Background: an optimization exercise with open tools, aiming at small area. Do not read the settings as production practice. Function was checked by simulation only, so behaviour that the tests miss may differ from the original. No activity file was given, so power comes from the tool's default toggle rates.

==> yarrow: inputs <==
// rv0_core
module rv0_core (
    input  logic            clk_i,
    input  logic            rst_ni,
    output logic [31:0]     imem_haddr_o,
    output logic [1:0]      imem_htrans_o,
    input  logic [31:0]     imem_hrdata_i,
    input  logic            imem_hreadyout_i,
    output logic [31:0]     dmem_haddr_o,
    output logic [2:0]      dmem_hsize_o,
    output logic [1:0]      dmem_htrans_o,
    output logic [31:0]     dmem_hwdata_o,
    output logic [3:0]      dmem_hwstrb_o,
    output logic            dmem_hwrite_o,
    input  logic [31:0]     dmem_hrdata_i,
    input  logic            dmem_hreadyout_i
);
==> flow/config.mk <==
export PLATFORM = sky130hd
export DESIGN_NAME = rv0_core
export DESIGN_NICKNAME = rv0_core
export VERILOG_FILES = /design/flow/design.v
export SDC_FILE = /design/flow/constraint.sdc
export NUM_CORES = 8
export LEC_CHECK = 0
export CAP_MARGIN = 20
export CORE_MARGIN = 2
export CORE_UTILIZATION = 35
export PLACE_DENSITY = 0.5
export SLEW_MARGIN = 20
==> flow/constraint.sdc <==
create_clock -name core_clock -period 11.0 [get_ports {clk_i}]
set_input_delay 2.2000 -clock core_clock [delete_from_list [all_inputs] [get_ports {clk_i}]]
set_output_delay 2.2000 -clock core_clock [all_outputs]
set_load 0.01 [all_outputs]
run.sh (not shown) runs the stock make flow with config.mk's settings and CLKGATE_MAP_FILE= SYNTH_SCRIPT=/design/flow/synth_recipe.tcl, a recipe that flattens the netlist after the stock synthesis.
==> inputs of xenon, as changes to yarrow <==
--- a/flow/design.v
+++ b/flow/design.v
@@ -23,33 +23,26 @@
     logic [ADDR_WIDTH-1:0] wi;
     assign ri = ri_q[ADDR_WIDTH-1:0];
     assign wi = wi_q[ADDR_WIDTH-1:0];
     assign ri_o = ri;
     assign wi_o = wi;
-    always_ff @(posedge clk_i or negedge rst_ni) begin
-        if(rst_ni == 1'b0) ri_q <= {ADDR_WIDTH+1{1'b0}};
-        else begin
-            if(clr_i == 1'b1) ri_q <= {ADDR_WIDTH+1{1'b0}};
-            else if(re_i == 1'b1) ri_q <= ri_q + {{ADDR_WIDTH{1'b0}}, 1'b1};
-        end
+    always_ff @(posedge clk_i) begin
+        if(!rst_ni || clr_i) ri_q <= {ADDR_WIDTH+1{1'b0}};
+        else if(re_i == 1'b1) ri_q <= ri_q + {{ADDR_WIDTH{1'b0}}, 1'b1};
     end
-    always_ff @(posedge clk_i or negedge rst_ni) begin
-        if(rst_ni == 1'b0) wi_q <= {ADDR_WIDTH+1{1'b0}};
-        else begin
-            if(clr_i == 1'b1) wi_q <= {ADDR_WIDTH+1{1'b0}};
-            else if(we_i == 1'b1) wi_q <= wi_q + {{ADDR_WIDTH{1'b0}}, 1'b1};
-        end
+    always_ff @(posedge clk_i) begin
+        if(!rst_ni || clr_i) wi_q <= {ADDR_WIDTH+1{1'b0}};
+        else if(we_i == 1'b1) wi_q <= wi_q + {{ADDR_WIDTH{1'b0}}, 1'b1};
     end
     genvar g;
     for(g = 0; g < FIFO_DEPTH; g = g + 1) begin : fifo_data_genblk
         always_ff @(posedge clk_i) begin
             if(we_i == 1'b1 && wi == g) fifo_data_q[g][DATA_WIDTH-CLR_WIDTH-1:0] <= wdata_i[DATA_WIDTH-CLR_WIDTH-1:0];
         end
         if(CLR_WIDTH > 0) begin : clr_genblk
-            always_ff @(posedge clk_i or negedge rst_ni) begin
-                if(rst_ni == 1'b0) fifo_data_q[g][DATA_WIDTH-1:DATA_WIDTH-CLR_WIDTH] <= {CLR_WIDTH{1'b0}};
-                else if(clr_i == 1'b1) fifo_data_q[g][DATA_WIDTH-1:DATA_WIDTH-CLR_WIDTH] <= {CLR_WIDTH{1'b0}};
+            always_ff @(posedge clk_i) begin
+                if(!rst_ni || clr_i) fifo_data_q[g][DATA_WIDTH-1:DATA_WIDTH-CLR_WIDTH] <= {CLR_WIDTH{1'b0}};
                 else if(we_i == 1'b1 && wi == g) fifo_data_q[g][DATA_WIDTH-1:DATA_WIDTH-CLR_WIDTH] <= wdata_i[DATA_WIDTH-1:DATA_WIDTH-CLR_WIDTH];
             end
         end
     end
     assign rdata_o = fifo_data_q[ri];
@@ -70,13 +63,12 @@
     input  logic                ack_i
 );
     always_ff @(posedge clk_i) begin
         if(rdy_i == 1'b1 && ack_i == 1'b1) data_o <= data_i;
     end
-    always_ff @(posedge clk_i or negedge rst_ni) begin
-        if(rst_ni == 1'b0) rdy_o <= 1'b0;
-        else rdy_o <= (rdy_i || (rdy_o && !ack_i)) && !flush_i;
+    always_ff @(posedge clk_i) begin
+        rdy_o <= (rdy_i || (rdy_o && !ack_i)) && !flush_i && rst_ni;
     end
 endmodule
 module rv0_ifu #(
     parameter logic [31:0] PC_RST_VAL = 32'h0010_0000
 ) (
@@ -270,15 +262,14 @@
             c_dn[0] = dn && !up;
             for(int k = 1; k < 8; k++) begin
                 c_up[k] = c_up[k-1] &&  ireg_res_cnt_q[i][k-1];
                 c_dn[k] = c_dn[k-1] && !ireg_res_cnt_q[i][k-1];
             end
-            ireg_res_cnt_d[i] = (ireg_res_cnt_q[i] ^ (c_up | c_dn)) & {8{!idu_flush_i}};
+            ireg_res_cnt_d[i] = (ireg_res_cnt_q[i] ^ (c_up | c_dn)) & {8{!idu_flush_i && rst_ni}};
         end
-        always_ff @(posedge clk_i or negedge rst_ni) begin
-            if(rst_ni == 1'b0) ireg_res_cnt_q[i] <= 8'h0;
-            else ireg_res_cnt_q[i] <= ireg_res_cnt_d[i];
+        always_ff @(posedge clk_i) begin
+            ireg_res_cnt_q[i] <= ireg_res_cnt_d[i];
         end
     end  
     logic [31:0] rfi_rdata1;
     logic [31:0] rfi_rdata2;
     rv0_rf_i
@@ -373,17 +364,18 @@
         if(ipu_rdy_i == 1'b0) begin
             ipu_ack_o = 1'b1;
         end
     end
     logic ct_pend_q;
-    always_ff @(posedge clk_i or negedge rst_ni) begin
-        if(rst_ni == 1'b0) ct_pend_q <= 1'b0;
-        else if(idu_flush_i) ct_pend_q <= 1'b0;
-        else if(idu_sbuf_rdy0 && idu0_ack_i && ct_trans) ct_pend_q <= 1'b1;
+    logic sbuf0_ct;
+    assign sbuf0_ct = idu0_rdy_o && idu0_data_o[0];
+    always_ff @(posedge clk_i) begin
+        if(!rst_ni || idu_flush_i) ct_pend_q <= 1'b0;
+        else if(sbuf0_ct && idu0_ack_i) ct_pend_q <= 1'b1;
     end
     always_ff @(posedge clk_i) begin
-        if(!ct_pend_q && idu_sbuf_rdy0 && idu0_ack_i) ct_target_o <= ct_target;
+        if(!ct_pend_q && !sbuf0_ct && idu_sbuf_rdy0 && idu0_ack_i) ct_target_o <= ct_target;
     end
     logic        ld;
     logic [31:0] lsu_f;
     assign ld    = opcode == LOAD;
     assign lsu_f = {irdata2[31:5], ld ? rd : irdata2[4:0]};
@@ -435,11 +427,11 @@
     logic [31:0] shl;
     logic [31:0] shr;
     assign funct3 = insn_i[14:12];
     assign shamt  = b_i[4:0];
     assign sum   = {1'b0, a_i} + {1'b0, sub_i ? ~b_i : b_i} + {32'h0, sub_i};
-    assign eq_o  = sum[31:0] == 32'h0;
+    assign eq_o  = a_i == b_i;
     assign ltu_o = !sum[32];
     assign lt_o  = (a_i[31] != b_i[31]) ? a_i[31] : sum[31];
     logic [31:0] sh_in;
     logic [31:0] sh_out;
     logic        sh_left;
Settings changed: CORE_UTILIZATION 35 to 60, CTS_CLUSTER_DIAMETER set to 60, CTS_CLUSTER_SIZE set to 26, PLACE_DENSITY 0.5 to 0.75.
==> inputs of umber, as changes to yarrow <==
--- a/flow/design.v
+++ b/flow/design.v
@@ -23,33 +23,26 @@
     logic [ADDR_WIDTH-1:0] wi;
     assign ri = ri_q[ADDR_WIDTH-1:0];
     assign wi = wi_q[ADDR_WIDTH-1:0];
     assign ri_o = ri;
     assign wi_o = wi;
-    always_ff @(posedge clk_i or negedge rst_ni) begin
-        if(rst_ni == 1'b0) ri_q <= {ADDR_WIDTH+1{1'b0}};
-        else begin
-            if(clr_i == 1'b1) ri_q <= {ADDR_WIDTH+1{1'b0}};
-            else if(re_i == 1'b1) ri_q <= ri_q + {{ADDR_WIDTH{1'b0}}, 1'b1};
-        end
+    always_ff @(posedge clk_i) begin
+        if(!rst_ni || clr_i) ri_q <= {ADDR_WIDTH+1{1'b0}};
+        else if(re_i == 1'b1) ri_q <= ri_q + {{ADDR_WIDTH{1'b0}}, 1'b1};
     end
-    always_ff @(posedge clk_i or negedge rst_ni) begin
-        if(rst_ni == 1'b0) wi_q <= {ADDR_WIDTH+1{1'b0}};
-        else begin
-            if(clr_i == 1'b1) wi_q <= {ADDR_WIDTH+1{1'b0}};
-            else if(we_i == 1'b1) wi_q <= wi_q + {{ADDR_WIDTH{1'b0}}, 1'b1};
-        end
+    always_ff @(posedge clk_i) begin
+        if(!rst_ni || clr_i) wi_q <= {ADDR_WIDTH+1{1'b0}};
+        else if(we_i == 1'b1) wi_q <= wi_q + {{ADDR_WIDTH{1'b0}}, 1'b1};
     end
     genvar g;
     for(g = 0; g < FIFO_DEPTH; g = g + 1) begin : fifo_data_genblk
         always_ff @(posedge clk_i) begin
             if(we_i == 1'b1 && wi == g) fifo_data_q[g][DATA_WIDTH-CLR_WIDTH-1:0] <= wdata_i[DATA_WIDTH-CLR_WIDTH-1:0];
         end
         if(CLR_WIDTH > 0) begin : clr_genblk
-            always_ff @(posedge clk_i or negedge rst_ni) begin
-                if(rst_ni == 1'b0) fifo_data_q[g][DATA_WIDTH-1:DATA_WIDTH-CLR_WIDTH] <= {CLR_WIDTH{1'b0}};
-                else if(clr_i == 1'b1) fifo_data_q[g][DATA_WIDTH-1:DATA_WIDTH-CLR_WIDTH] <= {CLR_WIDTH{1'b0}};
+            always_ff @(posedge clk_i) begin
+                if(!rst_ni || clr_i) fifo_data_q[g][DATA_WIDTH-1:DATA_WIDTH-CLR_WIDTH] <= {CLR_WIDTH{1'b0}};
                 else if(we_i == 1'b1 && wi == g) fifo_data_q[g][DATA_WIDTH-1:DATA_WIDTH-CLR_WIDTH] <= wdata_i[DATA_WIDTH-1:DATA_WIDTH-CLR_WIDTH];
             end
         end
     end
     assign rdata_o = fifo_data_q[ri];
@@ -70,13 +63,12 @@
     input  logic                ack_i
 );
     always_ff @(posedge clk_i) begin
         if(rdy_i == 1'b1 && ack_i == 1'b1) data_o <= data_i;
     end
-    always_ff @(posedge clk_i or negedge rst_ni) begin
-        if(rst_ni == 1'b0) rdy_o <= 1'b0;
-        else rdy_o <= (rdy_i || (rdy_o && !ack_i)) && !flush_i;
+    always_ff @(posedge clk_i) begin
+        rdy_o <= (rdy_i || (rdy_o && !ack_i)) && !flush_i && rst_ni;
     end
 endmodule
 module rv0_ifu #(
     parameter logic [31:0] PC_RST_VAL = 32'h0010_0000
 ) (
@@ -270,15 +262,14 @@
             c_dn[0] = dn && !up;
             for(int k = 1; k < 8; k++) begin
                 c_up[k] = c_up[k-1] &&  ireg_res_cnt_q[i][k-1];
                 c_dn[k] = c_dn[k-1] && !ireg_res_cnt_q[i][k-1];
             end
-            ireg_res_cnt_d[i] = (ireg_res_cnt_q[i] ^ (c_up | c_dn)) & {8{!idu_flush_i}};
+            ireg_res_cnt_d[i] = (ireg_res_cnt_q[i] ^ (c_up | c_dn)) & {8{!idu_flush_i && rst_ni}};
         end
-        always_ff @(posedge clk_i or negedge rst_ni) begin
-            if(rst_ni == 1'b0) ireg_res_cnt_q[i] <= 8'h0;
-            else ireg_res_cnt_q[i] <= ireg_res_cnt_d[i];
+        always_ff @(posedge clk_i) begin
+            ireg_res_cnt_q[i] <= ireg_res_cnt_d[i];
         end
     end  
     logic [31:0] rfi_rdata1;
     logic [31:0] rfi_rdata2;
     rv0_rf_i
@@ -373,17 +364,18 @@
         if(ipu_rdy_i == 1'b0) begin
             ipu_ack_o = 1'b1;
         end
     end
     logic ct_pend_q;
-    always_ff @(posedge clk_i or negedge rst_ni) begin
-        if(rst_ni == 1'b0) ct_pend_q <= 1'b0;
-        else if(idu_flush_i) ct_pend_q <= 1'b0;
-        else if(idu_sbuf_rdy0 && idu0_ack_i && ct_trans) ct_pend_q <= 1'b1;
+    logic sbuf0_ct;
+    assign sbuf0_ct = idu0_rdy_o && idu0_data_o[0];
+    always_ff @(posedge clk_i) begin
+        if(!rst_ni || idu_flush_i) ct_pend_q <= 1'b0;
+        else if(sbuf0_ct && idu0_ack_i) ct_pend_q <= 1'b1;
     end
     always_ff @(posedge clk_i) begin
-        if(!ct_pend_q && idu_sbuf_rdy0 && idu0_ack_i) ct_target_o <= ct_target;
+        if(!ct_pend_q && !sbuf0_ct && idu_sbuf_rdy0 && idu0_ack_i) ct_target_o <= ct_target;
     end
     logic        ld;
     logic [31:0] lsu_f;
     assign ld    = opcode == LOAD;
     assign lsu_f = {irdata2[31:5], ld ? rd : irdata2[4:0]};
@@ -435,11 +427,11 @@
     logic [31:0] shl;
     logic [31:0] shr;
     assign funct3 = insn_i[14:12];
     assign shamt  = b_i[4:0];
     assign sum   = {1'b0, a_i} + {1'b0, sub_i ? ~b_i : b_i} + {32'h0, sub_i};
-    assign eq_o  = sum[31:0] == 32'h0;
+    assign eq_o  = a_i == b_i;
     assign ltu_o = !sum[32];
     assign lt_o  = (a_i[31] != b_i[31]) ? a_i[31] : sum[31];
     logic [31:0] sh_in;
     logic [31:0] sh_out;
     logic        sh_left;
==> flow/flow/run.sh (new file) <==
#!/bin/bash
# Layout flow: the standard layout (standard.sh), with changes that only reduce cell area:
#  - synthesis maps the combinational logic with an area-oriented ABC script
#    (flow/abc_area.script); the registers are the standard synthesis's, which ABC does not touch;
#  - input and output ports are buffered with buf_1;
#  - clock tree synthesis inserts no dummy loads and clusters up to 26 sinks within 60 um.
# Each tool's output goes to a log of its own: synth.log, layout.log, and ORFS's per-step logs
# under orfs/logs.
set -euo pipefail
W=$(pwd)

# the standard synthesis script, with ABC's script swapped for the area one
{
  echo 'proc abc {args} {'
  echo '  set i [lsearch -exact $args -script]'
  echo "  if {\$i >= 0} { lset args [expr {\$i + 1}] {$W/flow/abc_area.script} }"
  echo '  yosys abc {*}$args'
  echo '}'
  cat "$W/synth_recipe.tcl"
} > "$W/own_synth.tcl"

CTS="-sink_clustering_enable -repair_clock_nets -dont_use_dummy_load"
CTS="$CTS -sink_clustering_size 26 -sink_clustering_max_diameter 60"

bash "$W/standard.sh" "SYNTH_SCRIPT=$W/own_synth.tcl" synth > "$W/synth.log" 2>&1
bash "$W/standard.sh" "SYNTH_SCRIPT=$W/own_synth.tcl" \
  "BUFFER_PORTS_ARGS=-buffer_cell sky130_fd_sc_hd__buf_1" \
  "CTS_ARGS=$CTS" finish > "$W/layout.log" 2>&1
==> flow/flow/abc_area.script (new file) <==
strash
&get -n
&fraig -x
&put
dc2
strash
&get -n
&dch -f
&nf -R 40
&put
==> flow/standard.sh (new file) <==
#!/bin/bash
# synth_recipe.tcl (not shown) runs the flow's synth.tcl, then flattens the netlist and writes it again
# the make line also repeats each setting of config.mk as NAME=value (left out here)
make -C /OpenROAD-flow-scripts/flow DESIGN_CONFIG=/design/flow/config.mk WORK_HOME=/design/flow/orfs CLKGATE_MAP_FILE= SYNTH_SCRIPT=/design/flow/synth_recipe.tcl "${@:-finish}"
Settings changed: CORE_UTILIZATION 35 to 60, PLACE_DENSITY 0.5 to 0.75.
removed: flow/run.sh
==> run notes <==
- Global-route usage: xenon > umber > yarrow.
- Against yarrow, the clock skew of xenon is lower by 0.019 ns.
- Total power: yarrow > umber > xenon.
- Core utilization: xenon is lower than umber (0.38 points).
- The lowest die area belongs to umber, the highest to yarrow.
- Between yarrow and umber, the lower synthesized cell count is in umber (gap 18%, measured against umber).
- The highest design area belongs to yarrow, the lowest to umber.
- Of yarrow and xenon, yarrow has the higher count of clock-buffer cells in the layout (gap 241).

[re-timing with driven ports]
The results above use ideal ports. As a check the final layouts listed here were re-extracted and re-timed, cells and wires unchanged. Step 1, drivers: a clkbuf_16 drives clk_i and a buf_2 each remaining input, both assumed. Step 2 times the ports against the registers' clock, not the clock port: input delays grow and output delays shrink by t, the midpoint of the rising clock arrivals with the driver on. a / b / c = no drivers / after step 1 / after step 2; a / b = the first two.
run	shift t [ns]	setup WS [ns]	latest minus earliest clock arrival (ns)
yarrow	1.096	1.410 / 1.301 / 1.654	0.099 / 0.099
xenon	1.032	1.648 / 1.539 / 2.136	0.066 / 0.065
umber	0.968	0.993 / 0.993 / 0.993	0.144 / 0.144
After both steps every run listed still meets setup and hold.
